Source: an optimization exercise on an open RTL-to-GDS flow (aim: small area). Production flows keep margins and buffers that such runs may drop.
Only simulation tests tie the RTL to the original design; equivalence was not proved.
Power is estimated from default activity; no workload was simulated.

Setup of harbor:
// top
module top(
    resetn,
    lcdclk,
    PB,
    Sel,
    in_switching,
    CarryIn,
    lcd_rs,
    lcd_rw,
    lcd_en,
    lcd_data
);
Settings: LEC_CHECK=0, CAP_MARGIN=20, CORE_MARGIN=2, CORE_UTILIZATION=65, CTS_BUF_LIST=sky130_fd_sc_hd__clkbuf_8, PLACE_DENSITY=0.75, SLEW_MARGIN=20; clock period 80.0 ns.
run.sh (not shown) runs the stock make flow with config.mk's settings and CLKGATE_MAP_FILE= SYNTH_SCRIPT=/design/flow/synth_recipe.tcl, a recipe that flattens the netlist after the stock synthesis.
harbor went all the way through the flow, and no timing, DRC or antenna check failed.
Changes in pepper relative to harbor:
Settings: removing CTS_BUF_LIST (formerly sky130_fd_sc_hd__clkbuf_8); setting ABC_AREA to 1 for the first time.
==> flow/flow/run.sh (new file) <==
#!/bin/bash
# The standard layout, with two changes: the clock tree uses clkbuf_8 and no
# dummy loads, and the port buffers are buf_1 cells.
set -euo pipefail
export CTS_ARGS="-sink_clustering_enable -repair_clock_nets -buf_list sky130_fd_sc_hd__clkbuf_8 -dont_use_dummy_load"
export BUFFER_PORTS_ARGS="-inputs -outputs -buffer_cell sky130_fd_sc_hd__buf_1"
bash standard.sh finish > standard_flow.log 2>&1
==> flow/standard.sh (new file) <==
#!/bin/bash
# synth_recipe.tcl (not shown) runs the flow's synth.tcl, then flattens the netlist and writes it again
# the make line also repeats each setting of config.mk as NAME=value (left out here)
make -C /OpenROAD-flow-scripts/flow DESIGN_CONFIG=/design/flow/config.mk WORK_HOME=/design/flow/orfs CLKGATE_MAP_FILE= SYNTH_SCRIPT=/design/flow/synth_recipe.tcl "${@:-finish}"
removed: flow/run.sh
--- outcome ---
The lower non-filler instance count after layout of pepper and harbor is in harbor.
The flow did not stop early for pepper: all stages ran, and the layout cleared the timing, design-rule and antenna checks.
Detailed-route wire length per cell ends up lower on pepper.
Going from harbor to pepper, clock power saw a decrease, total power of the final layout saw a decrease, worst setup slack saw an increase.
Changes in sierra relative to pepper:
==> flow/flow/run.sh <==
#!/bin/bash
# The standard layout with three changes:
# - synthesis maps with an area-oriented ABC script (flow/abc_area.script);
#   everything else in the synthesis is ORFS's own script, unchanged;
# - the clock tree uses clkbuf_4 cells with derated sink clusters and no dummy loads;
# - the port buffers are buf_1 cells.
set -euo pipefail
here=$(pwd)
rm -rf "$here/scripts_own"
cp -r "$FLOW_HOME/scripts" "$here/scripts_own"
cp "$here/flow/abc_area.script" "$here/scripts_own/abc_area.script"
export SCRIPTS_DIR="$here/scripts_own"
export CTS_ARGS="-sink_clustering_enable -repair_clock_nets -buf_list sky130_fd_sc_hd__clkbuf_4 -sink_buffer_max_cap_derate 0.6 -dont_use_dummy_load"
export BUFFER_PORTS_ARGS="-inputs -outputs -buffer_cell sky130_fd_sc_hd__buf_1"
bash standard.sh finish > standard_flow.log 2>&1
==> flow/flow/abc_area.script (new file) <==
strash
&get -n
&fraig -x
&put
scorr
dc2
strash
&get -n
&dch -f
&nf -R 1000
&put
strash
&get -n
&dch -f
&nf -R 1000
&put
strash
&get -n
&dch -f
&nf -R 1000
&put
topo
[summary]
Summary of sierra over pepper: final period demand of the worst path rose 840 ps, number of fill cells in the layout decreased by 166 relative to the old numbers, sequential power lost about 0.8%, switching share of total power increased by 0.19 points relative to the old numbers, wire length lost 2900 microns.
The via count in sierra is 0.857 times that in pepper.
Compare pepper and sierra | die area lower: sierra
Edits applied to the flow inputs when going from sierra to maple:
-- flow/flow/run.sh --
<<< sierra, line 5
# - the clock tree uses clkbuf_4 cells with derated sink clusters and no dummy loads;
>>> maple, line 5
# - the clock tree uses clkbuf_8 cells and no dummy loads;
<<< sierra, line 13
export CTS_ARGS="-sink_clustering_enable -repair_clock_nets -buf_list sky130_fd_sc_hd__clkbuf_4 -sink_buffer_max_cap_derate 0.6 -dont_use_dummy_load"
>>> maple, line 13
export CTS_ARGS="-sink_clustering_enable -repair_clock_nets -buf_list sky130_fd_sc_hd__clkbuf_8 -dont_use_dummy_load"
-- flow/flow/abc_area.script --
<<< sierra, line 17
strash
&get -n
&dch -f
&nf -R 1000
&put
>>> maple, line 17
[summary]
maple ended with less tightest slew margin relative to the limit than sierra. Sort sierra and maple by detailed-route wire length per cell, descending, and sierra comes first. The clock insertion delay at the later pin of the skew report of maple falls short of that of sierra by 70 ps. maple vs sierra — sum of internal, switching and leakage power climbed by a little under 10%. Clock input transition at the sequential cells of the worst setup and hold paths in maple is 50 ps below sierra. Compared with sierra, maple shows worst setup skew after layout lower by 15 ps. maple reports a lower total routing resource utilization after global routing than sierra does. | synthesized area | maple vs sierra | 0.73% higher |.
### maple -> tundra
Settings: CTS_CLUSTER_SIZE newly set to 50; CTS_BUF_LIST newly set to sky130_fd_sc_hd__clkbuf_8; CTS_CLUSTER_DIAMETER newly set to 200; ABC_AREA removed (was 1).
==> flow/run.sh (new file) <==
#!/bin/bash
# synth_recipe.tcl (not shown) runs the flow's synth.tcl, then flattens the netlist and writes it again
# the make line also repeats each setting of config.mk as NAME=value (left out here)
make -C /OpenROAD-flow-scripts/flow DESIGN_CONFIG=/design/flow/config.mk WORK_HOME=/design/flow/orfs CLKGATE_MAP_FILE= SYNTH_SCRIPT=/design/flow/synth_recipe.tcl finish
removed: flow/flow/run.sh
removed: flow/flow/abc_area.script
removed: flow/standard.sh
## What came out
- Synthesized cell count (tundra / maple): 1.2
- Compared with maple, tundra shows leakage power that has gone up by more than 10%.
- In the reports for maple and tundra, the smaller critical path depth belongs to tundra.
- Delta (tundra minus maple): post-route non-filler standard cell count +122; shortest period the worst path allows +220 ps; xor and xnor area share after synthesis +0.39 points.

==> static timing again, ports no longer ideal <==
The flow's constraints put no driver on any port. The routed layouts listed below were extracted and timed again, unchanged, in two steps. Step 1, drivers: a clkbuf_16 drives lcdclk and a buf_2 each remaining input, both assumed. Step 2, shift: input delay + t, output delay - t, t = (earliest + latest rising clock arrival at the registers) / 2. This alone moves slack from input paths to output paths. Three values: ideal ports, drivers, drivers and shift; two values: the first two.
run | t, ns | setup WS [ns] | worst hold slack (ns) | worst setup path at the end
harbor | 0.497 | 59.474 / 59.440 / 59.938 | 0.326 / 0.326 / 0.326 | register to output
pepper | 0.472 | 60.608 / 60.574 / 60.876 | 0.321 / 0.321 / 0.321 | input to register
sierra | 0.534 | 59.771 / 59.737 / 60.271 | 0.326 / 0.326 / 0.326 | register to output
maple | 0.471 | 59.699 / 59.662 / 60.133 | 0.320 / 0.320 / 0.320 | register to output
tundra | 0.497 | 59.474 / 59.440 / 59.938 | 0.326 / 0.326 / 0.326 | register to output
After both steps every run listed still meets setup and hold.
